Context: an optimization exercise on an open-source flow, tuned for small area, a short achievable clock period and few clock cycles per item. The choices shown serve that exercise and are no tape-out recipe.
Only simulation tests tie the RTL to the original design; equivalence was not proved.
Power and IR drop assume default switching activity.

## design/flow/constraint.sdc

```tcl
create_clock -name core_clock -period 15.0 [get_ports {clk}]
set_input_delay 3.0000 -clock core_clock [delete_from_list [all_inputs] [get_ports {clk}]]
set_output_delay 3.0000 -clock core_clock [all_outputs]
set_load 0.01 [all_outputs]
```

## design/flow/design.v

```verilog
module vc_Reg
#(
  parameter p_nbits = 1
)(
  input  logic               clk,  
  output logic [p_nbits-1:0] q,    
  input  logic [p_nbits-1:0] d     
);
  always_ff @( posedge clk )
    q <= d;
endmodule
module vc_ResetReg
#(
  parameter p_nbits       = 1,
  parameter p_reset_value = 0
)(
  input  logic               clk,    
  input  logic               reset,  
  output logic [p_nbits-1:0] q,      
  input  logic [p_nbits-1:0] d       
);
  always_ff @( posedge clk )
    q <= reset ? p_reset_value : d;
endmodule
module vc_EnReg
#(
  parameter p_nbits = 1
)(
  input  logic               clk,    
  input  logic               reset,  
  output logic [p_nbits-1:0] q,      
  input  logic [p_nbits-1:0] d,      
  input  logic               en      
);
  always_ff @( posedge clk )
    if ( en )
      q <= d;
endmodule
module vc_EnResetReg
#(
  parameter p_nbits       = 1,
  parameter p_reset_value = 0
)(
  input  logic               clk,    
  input  logic               reset,  
  output logic [p_nbits-1:0] q,      
  input  logic [p_nbits-1:0] d,      
  input  logic               en      
);
  always_ff @( posedge clk )
    if ( reset || en )
      q <= reset ? p_reset_value : d;
endmodule
module vc_Mux2
#(
  parameter p_nbits = 1
)(
  input  logic [p_nbits-1:0] in0, in1,
  input  logic               sel,
  output logic [p_nbits-1:0] out
);
  always_comb
  begin
    case ( sel )
      1'd0 : out = in0;
      1'd1 : out = in1;
      default : out = {p_nbits{1'bx}};
    endcase
  end
endmodule
module vc_QueueCtrl1
#(
  parameter p_type = 4'b0000
)(
  input  logic clk,
  input  logic reset,
  input  logic enq_val,         
  output logic enq_rdy,         
  output logic deq_val,         
  input  logic deq_rdy,         
  output logic write_en,        
  output logic bypass_mux_sel,  
  output logic num_free_entries  
);
  logic full;
  logic full_next;
  always_ff @(posedge clk) begin
    full <= reset ? 1'b0 : full_next;
  end
  assign num_free_entries = full ? 1'b0 : 1'b1;
  localparam c_pipe_en   = |( p_type & 4'b0001   );
  localparam c_bypass_en = |( p_type & 4'b0010 );
  logic  do_enq;
  assign do_enq = enq_rdy && enq_val;
  logic  do_deq;
  assign do_deq = deq_rdy && deq_val;
  logic  empty;
  assign empty = ~full;
  logic  do_pipe;
  assign do_pipe = c_pipe_en   && full  && do_enq && do_deq;
  logic  do_bypass;
  assign do_bypass = c_bypass_en && empty && do_enq && do_deq;
  assign write_en = do_enq && ~do_bypass;
  assign bypass_mux_sel = empty;
  assign enq_rdy  = ~full  || ( c_pipe_en   && full  && deq_rdy );
  assign deq_val  = ~empty || ( c_bypass_en && empty && enq_val );
  assign full_next = ( do_deq && ~do_pipe )   ? 1'b0
                   : ( do_enq && ~do_bypass ) ? 1'b1
                   :                            full;
endmodule
module vc_QueueDpath1
#(
  parameter p_type      = 4'b0000,
  parameter p_msg_nbits = 1
)(
  input  logic                   clk,
  input  logic                   reset,
  input  logic                   write_en,
  input  logic                   bypass_mux_sel,
  input  logic [p_msg_nbits-1:0] enq_msg,
  output logic [p_msg_nbits-1:0] deq_msg
);
  logic [p_msg_nbits-1:0] qstore;
  vc_EnReg#(p_msg_nbits) qstore_reg
  (
    .clk   (clk),
    .reset (reset),
    .en    (write_en),
    .d     (enq_msg),
    .q     (qstore)
  );
  generate
  if ( |(p_type & 4'b0010 ) )
    vc_Mux2#(p_msg_nbits) bypass_mux
    (
      .in0 (qstore),
      .in1 (enq_msg),
      .sel (bypass_mux_sel),
      .out (deq_msg)
    );
  else
    assign deq_msg = qstore;
  endgenerate
endmodule
module vc_Queue
#(
  parameter p_type      = 4'b0000,
  parameter p_msg_nbits = 1,
  parameter p_num_msgs  = 2,
  parameter c_addr_nbits = $clog2(p_num_msgs)
)(
  input  logic                   clk,
  input  logic                   reset,
  input  logic                   enq_val,
  output logic                   enq_rdy,
  input  logic [p_msg_nbits-1:0] enq_msg,
  output logic                   deq_val,
  input  logic                   deq_rdy,
  output logic [p_msg_nbits-1:0] deq_msg,
  output logic [c_addr_nbits:0]  num_free_entries
);
  logic write_en;
  logic bypass_mux_sel;
  vc_QueueCtrl1#(p_type) ctrl
  (
    .clk              (clk),
    .reset            (reset),
    .enq_val          (enq_val),
    .enq_rdy          (enq_rdy),
    .deq_val          (deq_val),
    .deq_rdy          (deq_rdy),
    .write_en         (write_en),
    .bypass_mux_sel   (bypass_mux_sel),
    .num_free_entries (num_free_entries)
  );
  vc_QueueDpath1#(p_type,p_msg_nbits) dpath
  (
    .clk            (clk),
    .reset          (reset),
    .write_en       (write_en),
    .bypass_mux_sel (bypass_mux_sel),
    .enq_msg        (enq_msg),
    .deq_msg        (deq_msg)
  );
endmodule
module div_ModDiv 
#(
  parameter nbits = 32
)(
    input  logic        clk,
    input  logic        reset,
    input  logic [( 2 * nbits):0]     istream_msg,  
    input  logic                      istream_val,
    output logic                      istream_rdy,
    output logic [nbits - 1:0]        ostream_msg,
    output logic                      ostream_val,
    input  logic                      ostream_rdy
);
    logic [nbits - 1:0] opa;
    logic [nbits - 1:0] opb;
    logic               msg_sel;  
    assign opa     = istream_msg[(2 * nbits) - 1:nbits];
    assign opb     = istream_msg[nbits - 1:0];
    assign msg_sel = istream_msg[(2 * nbits)];
    localparam IDLE      = 2'd0;
    localparam SHIFT_OPB = 2'd1;
    localparam CALC      = 2'd2;
    localparam DONE      = 2'd3;
    logic  [nbits - 1:0] opa_reg;
    logic  [nbits - 1:0] opb_reg;
    logic  [nbits - 1:0] opb_value;
    logic [nbits - 1:0] opb_reg_sl;
    assign opb_reg_sl = opb_reg << 1;
    logic  [1:0] state_curr;
    logic  [1:0] state_next;
    always @( posedge clk ) begin
        state_curr <= state_next;
    end
    always @( * ) begin
        if( reset )
            state_next = IDLE;
        else if( state_curr == IDLE ) begin
            if( istream_val ) begin
                if( opb > opa )  
                    state_next = DONE;
                else if( opb[nbits - 1] == 1 )  
                    state_next = CALC;
                else state_next = SHIFT_OPB;
            end
            else state_next = state_curr;
        end
        else if( state_curr == SHIFT_OPB ) begin
            if( opb_reg[nbits - 2] == 1'b1 )  
                state_next = CALC;
            else if( opb_reg_sl > opa_reg )  
                state_next = CALC;
            else state_next = state_curr;
        end
        else if( state_curr == CALC ) begin
            if( opb_reg == opb_value )
                state_next = DONE;
            else if( opb_reg == opa_reg )  
                state_next = DONE;
            else state_next = state_curr;
        end
        else if( state_curr == DONE ) begin
            if( ostream_rdy )
                state_next = IDLE;
            else state_next = state_curr;
        end
        else state_next = state_curr;
    end
    assign istream_rdy = ( state_curr == IDLE );
    assign ostream_val = ( state_curr == DONE );
    always @( posedge clk ) begin
        if( reset ) opa_reg <= 0;
        else if( state_curr == IDLE ) begin
            opa_reg <= opa;
        end
        else if( state_curr == CALC ) begin
            if( opb_reg <= opa_reg ) begin  
                opa_reg <= ( opa_reg - opb_reg );
            end
        end
    end
    always @( posedge clk ) begin
        if( reset ) opb_reg <= 0;
        else if( state_curr == IDLE ) begin
            opb_reg <= opb;
        end
        else if( state_curr == SHIFT_OPB ) begin
            opb_reg <= opb_reg_sl;  
        end
        else if( state_curr == CALC ) begin
            opb_reg <= ( opb_reg >> 1 );  
        end
    end
    always @( posedge clk ) begin
        if( reset ) opb_value <= 0;
        else if( state_curr == IDLE ) opb_value <= opb;
    end
    logic [nbits - 1:0] curr_quot;
    logic [nbits - 1:0] add_quot_val;
    always @( posedge clk ) begin
        if( reset ) add_quot_val <= 0;
        else if( state_curr == IDLE ) add_quot_val <= 1;
        else if( state_curr == SHIFT_OPB ) add_quot_val <= add_quot_val << 1;
        else if( state_curr == CALC ) add_quot_val <= add_quot_val >> 1;
    end
    always @( posedge clk ) begin
        if( reset ) curr_quot <= 0;
        else if( state_curr == IDLE ) curr_quot <= 0;
        else if( state_curr == CALC ) begin
            if( opb_reg <= opa_reg )  
                curr_quot <= curr_quot ^ add_quot_val;
        end
    end
    logic msg_sel_reg;
    always @( posedge clk ) begin
        if( reset ) msg_sel_reg <= 0;
        else if( state_curr == IDLE ) msg_sel_reg <= msg_sel;
    end
    assign ostream_msg = ( msg_sel_reg ) ? opa_reg : curr_quot;
endmodule
module mul_IntMulScycle
#(
  parameter nbits = 32
)
(
  input  logic        clk,
  input  logic        reset,
  input  logic        istream_val,
  output logic        istream_rdy,
  input  logic [( 2 * nbits) - 1:0] istream_msg,
  output logic        ostream_val,
  input  logic        ostream_rdy,
  output logic [nbits - 1:0] ostream_msg
);
  logic val_reg_out;
  vc_EnResetReg#(1) val_reg
  (
    .clk   (clk),
    .reset (reset),
    .d     (istream_val),
    .en    (ostream_rdy),
    .q     (val_reg_out)
  );
  logic [nbits-1:0] a_reg_out;
  vc_EnReg#(nbits) a_reg
  (
    .clk   (clk),
    .reset (reset),
    .d     (istream_msg[ (2 * nbits) - 1:nbits ]),
    .en    (ostream_rdy),
    .q     (a_reg_out)
  );
  logic [nbits-1:0] b_reg_out;
  vc_EnReg#(nbits) b_reg
  (
    .clk   (clk),
    .reset (reset),
    .d     (istream_msg[ nbits - 1 :0 ]),
    .en    (ostream_rdy),
    .q     (b_reg_out)
  );
  logic [nbits - 1:0] product;
  assign istream_rdy = ostream_rdy;
  assign ostream_val = val_reg_out;
  assign product     = a_reg_out * b_reg_out;
  assign ostream_msg = product & {nbits{ostream_val}};  
endmodule
module rsa_xcel_naive_MulRem
(
    input  logic clk,
    input  logic reset,
    input  logic [95:0] istream_msg,
    input  logic        istream_val,
    output logic        istream_rdy,
    output logic [31:0] ostream_msg,
    output logic        ostream_val,
    input  logic        ostream_rdy
);
    logic [31:0] mul_opa;
    logic [31:0] mul_opb;
    logic [31:0] n;
    assign n       = istream_msg[95:64];
    assign mul_opa = istream_msg[63:32];
    assign mul_opb = istream_msg[31:0];
    logic [31:0] n_reg_out;
    vc_EnResetReg#( 32, 0 ) n_reg
    (
        .clk   ( clk ),
        .reset ( reset ),
        .q     ( n_reg_out ),
        .d     ( n ),
        .en    ( istream_val & istream_rdy )
    );
    logic        mul_rem_val;
    logic        mul_rem_rdy;
    logic [63:0] mul_out;
    mul_IntMulScycle #( 64 ) imul
    (
      .clk         (clk),
      .reset       (reset),
      .istream_val (istream_val),
      .istream_rdy (istream_rdy),
      .istream_msg ({ 32'b0, mul_opa, 32'b0, mul_opb }),
      .ostream_val (mul_rem_val),
      .ostream_rdy (mul_rem_rdy),
      .ostream_msg (mul_out)
    );
    logic [63:0] div_out;
    div_ModDiv #( 64 ) div_rem
    (
      .clk         (clk),
      .reset       (reset),
      .istream_val (mul_rem_val),
      .istream_rdy (mul_rem_rdy),
      .istream_msg ({ 1'b1, mul_out, { 32'b0, n_reg_out } }),
      .ostream_val (ostream_val),
      .ostream_rdy (ostream_rdy),
      .ostream_msg (div_out)
    );
    assign ostream_msg = div_out[31:0];
endmodule
module rsa_xcel_naive_ModExpCtrl
(
    input  logic clk,
    input  logic reset,
    input  logic istream_val,
    output logic istream_rdy,
    output logic ostream_val,
    input  logic ostream_rdy,
    output logic e_mux_sel,
    output logic r_mux_sel,
    output logic b_mux_sel,
    output logic e_reg_en,
    output logic r_reg_en,
    output logic b_reg_en,
    output logic n_reg_en,
    output logic r_mulrem_i_val,
    output logic r_mulrem_o_rdy,
    output logic b_mulrem_i_val,
    output logic b_mulrem_o_rdy,
    input  logic [31:0] e_reg_out,
    input  logic        r_mulrem_i_rdy,
    input  logic        r_mulrem_o_val,
    input  logic        b_mulrem_i_rdy,
    input  logic        b_mulrem_o_val
);
    localparam IDLE            = 2'd0;
    localparam SEND_MULREM_MSG = 2'd1;
    localparam RECV_MULREM_MSG = 2'd2;
    localparam DONE            = 2'd3;
    logic [1:0] state_curr;
    logic [1:0] state_next;
    logic mulrems_i_rdy;
    logic mulrems_o_val;
    always @( posedge clk ) begin
        state_curr <= state_next;
    end
    always @( * ) begin
        state_next = state_curr;
        if( reset ) state_next = IDLE;
        else if( state_curr == IDLE ) begin
            if( istream_val ) state_next = SEND_MULREM_MSG;
        end
        else if( state_curr == SEND_MULREM_MSG ) begin
            if( mulrems_i_rdy ) begin
                state_next = RECV_MULREM_MSG;
            end
        end
        else if( state_curr == RECV_MULREM_MSG ) begin
            if( mulrems_o_val ) begin
                if( ( e_reg_out >> 1 ) == 0 ) state_next = DONE;
                else state_next = SEND_MULREM_MSG;
            end
        end
        else if( state_curr == DONE ) begin
            if( ostream_rdy ) state_next = IDLE;
        end
    end
    assign istream_rdy = ( state_curr == IDLE );
    assign ostream_val = ( state_curr == DONE );
    always @( * ) begin
        if( state_curr == IDLE ) begin
            e_mux_sel = 0;
            r_mux_sel = 0;
            b_mux_sel = 0;
            n_reg_en = 1;
        end
        else begin
            e_mux_sel = 1;
            r_mux_sel = 1;
            b_mux_sel = 1;
            n_reg_en = 0;
        end
    end
    logic e_lsb;
    assign e_lsb = e_reg_out[0];
    always @( * ) begin
        if( state_curr == IDLE ) begin
            e_reg_en = 1;
            b_reg_en = 1;
            r_reg_en = 1;
        end
        else if( ( ( state_curr == RECV_MULREM_MSG ) & mulrems_o_val ) ) begin
            e_reg_en = 1;
            b_reg_en = 1;
            if( e_lsb ) begin
                r_reg_en = 1;
            end else begin
                r_reg_en = 0;
            end
        end
        else begin
            e_reg_en = 0;
            b_reg_en = 0;
            r_reg_en = 0;
        end
    end
    always @( * ) begin
        if( e_lsb == 1 ) begin
            mulrems_i_rdy = ( b_mulrem_i_rdy & r_mulrem_i_rdy );
            mulrems_o_val = ( b_mulrem_o_val & r_mulrem_o_val );
        end
        else begin
            mulrems_i_rdy = b_mulrem_i_rdy;
            mulrems_o_val = b_mulrem_o_val;
        end
    end
    logic mulrems_i_val;
    logic mulrems_o_rdy;
    always @( * ) begin
        if( state_curr == SEND_MULREM_MSG ) begin
            mulrems_i_val = mulrems_i_rdy;
            mulrems_o_rdy = 0;
        end
        else if( state_curr == RECV_MULREM_MSG ) begin
            mulrems_i_val = 0;
            mulrems_o_rdy = mulrems_o_val;
        end
        else begin
            mulrems_i_val = 0;
            mulrems_o_rdy = 0;
        end
    end
    assign r_mulrem_i_val = ( e_lsb ) ? mulrems_i_val : 1'b0;
    assign b_mulrem_i_val = mulrems_i_val;
    assign r_mulrem_o_rdy = ( e_lsb ) ? mulrems_o_rdy : 1'b0;
    assign b_mulrem_o_rdy = mulrems_o_rdy;
endmodule
module rsa_xcel_naive_ModExpDpath
(
    input  logic clk,
    input  logic reset,
    input  logic [31:0] b,
    input  logic [31:0] e,
    input  logic [31:0] n,
    output logic [31:0] result,
    input  logic e_mux_sel,
    input  logic r_mux_sel,
    input  logic b_mux_sel,
    input  logic e_reg_en,
    input  logic r_reg_en,
    input  logic b_reg_en,
    input  logic n_reg_en,
    input  logic r_mulrem_i_val,
    input  logic r_mulrem_o_rdy,
    input  logic b_mulrem_i_val,
    input  logic b_mulrem_o_rdy,
    output logic [31:0] e_reg_out,
    output logic        r_mulrem_i_rdy,
    output logic        r_mulrem_o_val,
    output logic        b_mulrem_i_rdy,
    output logic        b_mulrem_o_val
);
    logic [31:0] e_mux_out;
    logic [31:0] r_mux_out;
    logic [31:0] b_mux_out;
    logic [31:0] e_shift_out;
    logic [31:0] r_mulrem_out;
    logic [31:0] b_mulrem_out;
    vc_Mux2 #( 32 ) e_mux
    (
        .in0 ( e ),
        .in1 ( e_shift_out ),
        .sel ( e_mux_sel ),
        .out ( e_mux_out )
    );
    vc_Mux2 #( 32 ) r_mux
    (
        .in0 ( 32'b1 ),
        .in1 ( r_mulrem_out ),
        .sel ( r_mux_sel ),
        .out ( r_mux_out )
    );
    vc_Mux2 #( 32 ) b_mux
    (
        .in0 ( b ),
        .in1 ( b_mulrem_out ),
        .sel ( b_mux_sel ),
        .out ( b_mux_out )
    );
    logic [31:0] n_reg_out;
    logic [31:0] b_reg_out;
    logic [31:0] r_reg_out;
    vc_EnResetReg#( 32, 0 ) e_reg
    (
        .clk   ( clk ),
        .reset ( reset ),
        .q     ( e_reg_out ),
        .d     ( e_mux_out ),
        .en    ( e_reg_en )
    );
    vc_EnResetReg#( 32, 0 ) r_reg
    (
        .clk   ( clk ),
        .reset ( reset ),
        .q     ( r_reg_out ),
        .d     ( r_mux_out ),
        .en    ( r_reg_en )
    );
    vc_EnResetReg#( 32, 0 ) b_reg
    (
        .clk   ( clk ),
        .reset ( reset ),
        .q     ( b_reg_out ),
        .d     ( b_mux_out ),
        .en    ( b_reg_en )
    );
    vc_EnResetReg#( 32, 0 ) n_reg
    (
        .clk   ( clk ),
        .reset ( reset ),
        .q     ( n_reg_out ),
        .d     ( n ),
        .en    ( n_reg_en )
    );
    assign e_shift_out = ( e_reg_out >> 1 );
    logic [95:0] r_mulrem_istream_msg;
    logic [95:0] b_mulrem_istream_msg;
    assign r_mulrem_istream_msg = { n_reg_out, r_reg_out, b_reg_out };
    assign b_mulrem_istream_msg = { n_reg_out, b_reg_out, b_reg_out };
    rsa_xcel_naive_MulRem r_mulrem
    (
        .clk         ( clk ),
        .reset       ( reset ),
        .istream_msg ( r_mulrem_istream_msg ),
        .istream_val ( r_mulrem_i_val ),
        .istream_rdy ( r_mulrem_i_rdy ),
        .ostream_msg ( r_mulrem_out ),
        .ostream_val ( r_mulrem_o_val ),
        .ostream_rdy ( r_mulrem_o_rdy )
    );
    rsa_xcel_naive_MulRem b_mulrem
    (
        .clk         ( clk ),
        .reset       ( reset ),
        .istream_msg ( b_mulrem_istream_msg ),
        .istream_val ( b_mulrem_i_val ),
        .istream_rdy ( b_mulrem_i_rdy ),
        .ostream_msg ( b_mulrem_out ),
        .ostream_val ( b_mulrem_o_val ),
        .ostream_rdy ( b_mulrem_o_rdy )
    );
    assign result = r_reg_out;
endmodule
module rsa_xcel_naive_ModExp
(
    input  logic clk,
    input  logic reset,
    input  logic [95:0] istream_msg,
    input  logic        istream_val,
    output logic        istream_rdy,
    output logic [31:0] ostream_msg,
    output logic        ostream_val,
    input  logic        ostream_rdy
);
    logic [31:0] b;
    logic [31:0] e;
    logic [31:0] n;
    assign b = istream_msg[31:0];
    assign e = istream_msg[63:32];
    assign n = istream_msg[95:64];
    logic [31:0] result;
    assign ostream_msg = result;
    logic e_mux_sel;
    logic r_mux_sel;
    logic b_mux_sel;
    logic e_reg_en;
    logic r_reg_en;
    logic b_reg_en;
    logic n_reg_en;
    logic r_mulrem_i_val;
    logic r_mulrem_o_rdy;
    logic b_mulrem_i_val;
    logic b_mulrem_o_rdy;
    logic [31:0] e_reg_out;
    logic        r_mulrem_i_rdy;
    logic        r_mulrem_o_val;
    logic        b_mulrem_i_rdy;
    logic        b_mulrem_o_val;
    rsa_xcel_naive_ModExpCtrl ctrl
    (
        .*
    );
    rsa_xcel_naive_ModExpDpath dpath
    (
        .*
    );
endmodule
module rsa_xcel_naive_XcelAdapter
(
    input  logic         clk,
    input  logic         reset,
    input  logic [37:0]  xcel_reqstream_msg,    
    input  logic         xcel_reqstream_val,
    output logic         xcel_reqstream_rdy,
    output logic [32:0]  xcel_respstream_msg,   
    output logic         xcel_respstream_val,
    input  logic         xcel_respstream_rdy,
    output logic [95:0]  modexp_istream_msg,
    output logic         modexp_istream_val,
    input  logic         modexp_istream_rdy,
    input  logic [31:0]  modexp_ostream_msg,
    input  logic         modexp_ostream_val,
    output logic         modexp_ostream_rdy
);
    logic [32:0] xcel_respstream_msg_raw;
    assign xcel_respstream_msg = xcel_respstream_msg_raw & {33{xcel_respstream_val}};
    logic      xcelreq_deq_val;
    logic      xcelreq_deq_rdy;
    logic [37:0] xcelreq_deq_msg;
    vc_Queue#(4'b0001,38,1) xcelreq_q
    (
      .clk     (clk),
      .reset   (reset),
      .num_free_entries(),
      .enq_val (xcel_reqstream_val),
      .enq_rdy (xcel_reqstream_rdy),
      .enq_msg (xcel_reqstream_msg),
      .deq_val (xcelreq_deq_val),
      .deq_rdy (xcelreq_deq_rdy),
      .deq_msg (xcelreq_deq_msg)
    );
    localparam IDLE = 2'd0;
    localparam SEND = 2'd1;
    localparam RECV = 2'd2;
    localparam DONE = 2'd3;
    logic is_write;
    assign is_write = ( xcelreq_deq_msg[37] == 1'd1 );
    logic [1:0] state_curr;
    logic [1:0] state_next;
    always @( posedge clk ) state_curr <= state_next;
    always @( * ) begin
        state_next = state_curr;
        if( reset ) state_next = IDLE;
        else if( state_curr == IDLE ) begin
            if( xcelreq_deq_val & xcelreq_deq_rdy & is_write & ( xcelreq_deq_msg[36:32] == 0 ) ) begin
                state_next = SEND;
            end
        end
        else if( state_curr == SEND ) begin
            if( modexp_istream_rdy ) begin
                state_next = RECV;
            end
        end
        else if( state_curr == RECV ) begin
            if( modexp_ostream_val ) begin
                state_next = DONE;
            end
        end
        else if( state_curr == DONE ) begin
            if( xcelreq_deq_val & xcel_respstream_rdy ) begin
                state_next = IDLE;
            end
        end
    end
    logic [31:0] base_reg;
    logic [31:0] exp_reg;
    logic [31:0] mod_reg;
    always @( posedge clk ) begin
        if( reset ) begin
            base_reg <= 32'b0;
            exp_reg  <= 32'b0;
            mod_reg  <= 32'b0;
        end
        else if( ( state_curr == IDLE ) & xcelreq_deq_val & xcelreq_deq_rdy & is_write ) begin
            if( xcelreq_deq_msg[36:32] == 1 )  
                base_reg <= xcelreq_deq_msg[31:0];
            else if( xcelreq_deq_msg[36:32] == 2 )  
                exp_reg <= xcelreq_deq_msg[31:0];
            else if( xcelreq_deq_msg[36:32] == 3 )  
                mod_reg <= xcelreq_deq_msg[31:0];
        end
    end
    logic [31:0] result;
    always @( posedge clk ) begin
        if( reset ) result <= 32'b0;
        else if( ( state_curr == RECV ) & modexp_ostream_val )  
            result <= modexp_ostream_msg;
    end
    assign modexp_istream_msg[31:0]  = base_reg;
    assign modexp_istream_msg[63:32] = exp_reg;
    assign modexp_istream_msg[95:64] = mod_reg;
    assign modexp_istream_val = ( state_curr == SEND );
    assign modexp_ostream_rdy = ( state_curr == RECV );
    always @( * ) begin
        if( state_curr == IDLE ) begin
            xcelreq_deq_rdy     = xcel_respstream_rdy;
            xcel_respstream_val = xcelreq_deq_val;
            xcel_respstream_msg_raw[31:0]  = 32'b0;
            xcel_respstream_msg_raw[32] = 1'd1;
        end
        else if( state_curr == DONE ) begin
            xcelreq_deq_rdy     = xcel_respstream_rdy;
            xcel_respstream_val = xcelreq_deq_val;
            xcel_respstream_msg_raw[31:0]   = result;
            xcel_respstream_msg_raw[32]  = 1'd0;
        end
        else begin
            xcelreq_deq_rdy     = 0;
            xcel_respstream_val = 0;
            xcel_respstream_msg_raw[31:0]   = 32'b0;
            xcel_respstream_msg_raw[32]  = 1'd0;
        end
    end
endmodule
module rsa_xcel_naive_RSAXcel
(
    input  logic clk,
    input  logic reset,
    input  logic [37:0]  xcel_reqstream_msg,    
    input  logic         xcel_reqstream_val,
    output logic         xcel_reqstream_rdy,
    output logic [32:0]  xcel_respstream_msg,   
    output logic         xcel_respstream_val,
    input  logic         xcel_respstream_rdy
);
    logic [95:0] modexp_istream_msg;
    logic        modexp_istream_val;
    logic        modexp_istream_rdy;
    logic [31:0] modexp_ostream_msg;
    logic        modexp_ostream_val;
    logic        modexp_ostream_rdy;
    rsa_xcel_naive_XcelAdapter adapter
    (
        .*
    );
    rsa_xcel_naive_ModExp modexp
    (
        .clk   ( clk ),
        .reset ( reset ),
        .istream_msg ( modexp_istream_msg ),
        .istream_val ( modexp_istream_val ),
        .istream_rdy ( modexp_istream_rdy ),
        .ostream_msg ( modexp_ostream_msg ),
        .ostream_val ( modexp_ostream_val ),
        .ostream_rdy ( modexp_ostream_rdy )
    );
endmodule
```

## design/flow/config.mk

```make
export PLATFORM = sky130hd
export DESIGN_NAME = rsa_xcel_naive_RSAXcel
export DESIGN_NICKNAME = rsa_xcel_naive_RSAXcel
export VERILOG_FILES = /design/flow/design.v
export SDC_FILE = /design/flow/constraint.sdc
export NUM_CORES = 4
export LEC_CHECK = 0
export CAP_MARGIN = 20
export CORE_MARGIN = 2
export CORE_UTILIZATION = 40
export GPL_ROUTABILITY_DRIVEN = 0
export GPL_TIMING_DRIVEN = 0
export PLACE_DENSITY = 0.6
export SLEW_MARGIN = 20
```

## design/flow/run.sh

```bash
#!/bin/bash
# synth_recipe.tcl (not shown) runs the flow's synth.tcl, then flattens the netlist and writes it again
# the make line also repeats each setting of config.mk as NAME=value (left out here)
make -C /OpenROAD-flow-scripts/flow DESIGN_CONFIG=/design/flow/config.mk WORK_HOME=/design/flow/orfs CLKGATE_MAP_FILE= SYNTH_SCRIPT=/design/flow/synth_recipe.tcl finish
```

==> impl_metrics.tcl <==
set metrics [dict create \
    outcome "timing/DRC/antenna clean" \
    synthAdderAreaFrac 0.385 \
    cp.arrival_ns 12.59 \
    synth_top_family_by_area "adder cells" \
    ant_nets 0 \
    avgSynthCellArea_um2 9.03 \
    whs_endpoint "adapter.result[1]$_SDFFE_PP0P_" \
    r2r-start "modexp.dpath.b_mulrem.imul.b_reg.q[25]$_DFFE_PP_" \
    tightest_slew_ns 1.26 \
    insertion_delay_ns 0.77 \
    rr_endpoint "modexp.dpath.b_mulrem.div_rem.state_curr[1]$_SDFFE_PP0P_" \
    synth-edff-count 328 \
    synth.distinct_cells 116 \
    h-tree-depth 3 \
    cts_tree "yes" \
    ys_warn_count 9 \
    critPathLaunchType "flip-flop" \
    synth-simple-area-share 0.157 \
    drtPass1Iterations 6 \
    nets 15700 \
    clockBufferDepth 3 \
    path_max_fanout 10 \
    p_clk_frac 0.121 \
    clkTransAtPathRegs_ns 0.07 \
    cts_hold_buf 0 \
    rsz0062_at_grt "false" \
    rrSetupSlack_ns 3.05 \
    numCtsBuffers 101 \
    p_total_uw 23200 \
    core_mm2 0.291 \
    power_leakage_uw 0.0575 \
    synthCells 12900 \
    synthMuxAreaShare 0.0360 \
    cts_setup_buffers 0 \
    fp.dieH_um 544 \
    finalClockSkew_ns 0.0559 \
    p_seq_frac 0.170 \
    comb_power_share 0.709 \
    die_w_um 544 \
    io_pins 77 \
    grt_max_degree 42 \
    swShare 0.542 \
    synth_largest_area_cell "fa_1" \
    drtIter0Drc 9161 \
    overflow 0 \
    portBuffers 75 \
    synth_seq_cells 979 \
    cpMostUsedCell "fa_1" \
    area_delta_synth_final_pct 8.25 \
    switchingPower_uw 12500 \
    crit_required_ns 15.65 \
    finalCritPeriodShare 0.797 \
    vias_per_cell 5.47 \
    max_freq_mhz 83.7 \
    routedWlPerCell_um 24.4 \
    grt_pass1_wl_mm 621 \
    worstSetupEndpointType "flip-flop" \
    syn-num-nets 15500 \
    internal_power_uw 10600 \
    root_buffer "clkbuf_16" \
    synth-compound-area-share 0.105 \
    start_util 0.401 \
    setup-tns-final_ns 0 \
    hold_violations 0 \
    vias 93700 \
    die-area_mm2 0.296 \
    async_reset_ff_frac 0 \
    cp_slowest_cell "o21ai_0" \
    rr_worst_depth 30 \
    power.density_mw_per_mm2 183 \
    critPathMaxStageDelay_ns 0.79 \
    post-route-util 0.435 \
    num_rows 198 \
    cts-resized-gates 0 \
    synth.top_cell.area_share 0.290 \
    slew_viol_final 0 \
    maxSlewHeadroom 0.158 \
    clock_sinks 979 \
    synthTopCellsByArea "fa_1 (29%), dfxtp_1 (11%), ha_1 (9.6%), edfxtp_1 (8.4%), inv_1 (6.8%)" \
    hold_path_class "reg -> reg" \
    synth_xor_area_frac 0.0285 \
    finalSetupViolCount 0 \
    holdCritStartpoint "adapter.result[1]$_SDFFE_PP0P_" \
    synth_flop_cell "dfxtp_1" \
    drc 0 \
    antenna_found_initial 20 \
    ys_seq_area_frac 0.196 \
    grt_pass1_vias 93300 \
    maxCapViolations 0 \
    peakVddDrop_v 0.000214 \
    drive_gt1_frac 0.0257 \
    grt_usage 0.283 \
    dp_hpwl_mm 343 \
    routed_wl_mm 418 \
    worst_hold_path.num_cells 2 \
    synth_area_mm2 0.117 \
    critPathKind "reg -> reg" \
    timing.final.crit_period_ns 11.95 \
]
## cell usage in the layout, fill, tap and decap left out, types with 21 or more instances in the layout
cell,count
inv_1,2102
and2_1,889
dfxtp_1,651
edfxtp_1,328
xnor2_1,194
clkbuf_16,101
a31o_2,24
o211ai_1,27
clkbuf_1,644
o21ai_0,221
o31ai_1,23
clkbuf_2,24
nor2_1,970
nor2b_1,107
and3_1,37
a21oi_1,675
nand2b_1,47
xor2_1,184
nand2_1,1322
nand4_1,162
clkdlybuf4s50_1,75
a21o_1,178
a31oi_1,46
ha_1,890
nor4_1,52
nor3_1,57
a211oi_1,367
fa_1,1688
o21a_1,47
buf_1,49
mux2i_1,415
nand3_1,81
o21bai_1,49
or3_1,21
## per-layer routing
metal  GRT usage  wire length [um]
met5           0               106
met4       0.129             23100
met3      0.0751             45800
met2       0.423            178000
met1       0.383            172000
## stage by stage
stage | cells | hold slack (ns) | instance area [um2] | setup slack (ns)
2_1_floorplan | 12900 | 0.421 | 117000 | 6.08
3_3_place_gp | 16900 | 0.431 | 122000 | 2.96
3_5_place_dp | 16900 | 0.442 | 123000 | 3.27
4_1_cts | 17100 | 0.452 | 126000 | 3.24
5_1_grt | 17100 | 0.469 | 126000 | 2.61
6_report | 17100 | 0.451 | 126000 | 3.05
## how the worst max path moves through the flow
stage,slack (ns),endpoint,from
global route,2.61,modexp.dpath.b_mulrem.div_rem.state_curr[1]$_SDFFE_PP0P_,modexp.dpath.b_mulrem.imul.b_reg.q[23]$_DFFE_PP_
CTS,3.24,modexp.dpath.b_mulrem.div_rem.state_curr[1]$_SDFFE_PP0P_,modexp.dpath.b_mulrem.imul.b_reg.q[6]$_DFFE_PP_
floorplan,6.08,modexp.dpath.b_mulrem.div_rem.state_curr[1]$_SDFFE_PP0P_,modexp.dpath.b_mulrem.imul.b_reg.q[5]$_DFFE_PP_
detailed placement,3.27,modexp.dpath.b_mulrem.div_rem.state_curr[1]$_SDFFE_PP0P_,modexp.dpath.b_mulrem.imul.b_reg.q[25]$_DFFE_PP_
finish,3.05,modexp.dpath.b_mulrem.div_rem.state_curr[1]$_SDFFE_PP0P_,modexp.dpath.b_mulrem.imul.b_reg.q[25]$_DFFE_PP_
global placement,2.96,modexp.dpath.b_mulrem.div_rem.state_curr[1]$_SDFFE_PP0P_,modexp.dpath.b_mulrem.imul.b_reg.q[15]$_DFFE_PP_
## cell families (layout without fill, tap and decap cells)
logic type | Yosys count | count (layout)
buf+inv | 2842 | 3117
mux | 419 | 419
compound gates | 1876 | 1876
flops | 979 | 979
xor+xnor | 379 | 379
fa+ha+maj | 2580 | 2580
simple gates | 3840 | 3840
other cells | 2 | 22
## critical path, delay by kind of cell (launching register included)
kind                       cells  cell delay (ns)
buffers and inverters          5             1.58
adders and majority gates     10             5.01
and+or+nand+nor               10             2.50
DFF                            1             0.64
AOI/OAI and AO/OA              5             2.09
## final cells by class
type                    count  area, um2
diodes                     20       50.0
plain buffers             738       2930
clock buffers             122       2680
clock inverters            69        988
fillers                 28700     164000
inverters                2104       7900
multi-input cells        9096      83000
flip-flops and latches    979      22900
well taps                3900       4880
repair buffers             84        940
## power groups by stage
stage	Combinational (uW)	Sequential (uW)	Clock, uW
CTS	15900	3900	2850
finish	16400	3930	2810
detailed placement	15700	3960	0
floorplan	10600	3550	0
global placement	15800	3980	0
global route	22600	3910	2950
## synth_stat cells, drive strengths merged (81+ instances only)
| cell type | n |
|---|---|
| a21oi | 679 |
| o21ai | 233 |
| mux2i | 415 |
| ha | 892 |
| fa | 1688 |
| nor2b | 107 |
| nand3 | 81 |
| nor2 | 972 |
| a21o | 178 |
| clkbuf | 660 |
| xnor2 | 195 |
| a211oi | 368 |
| inv | 2103 |
| edfxtp | 328 |
| nand2 | 1326 |
| nand4 | 162 |
| dfxtp | 651 |
| and2 | 891 |
| xor2 | 184 |
Testbench counts, summed over its fixed seeds: cycles 297,518, items 192.

-- separate check: timing with driven ports --
The results above use ideal ports. As a check the final layout listed here was re-extracted and re-timed, cells and wires unchanged. Step 1 (the two cells are an assumption about what drives the block):
set clk [get_ports {clk}]
set_driving_cell -lib_cell sky130_fd_sc_hd__clkbuf_16 $clk
set_driving_cell -lib_cell sky130_fd_sc_hd__buf_2 [delete_from_list [all_inputs] $clk]
Step 2 times the ports against the registers' clock, not the clock port: input delays grow and output delays shrink by t, the midpoint of the rising clock arrivals with the driver on. Slacks: ideal ports / drivers / drivers and shift; pairs: ideal ports / drivers.
t, ns: 0.821
setup slack, ns: 3.051 / 3.051 / 3.051
clock arrival spread, ns: 0.063 / 0.063
slew at the worst register clock pin (ns): 0.07 / 0.07
worst data-port slew with drivers (ns): 0.07
After both steps this run still meets setup and hold. The setup slack of this run moves by 0.000 ns with the drivers and by 0.000 ns with both steps.
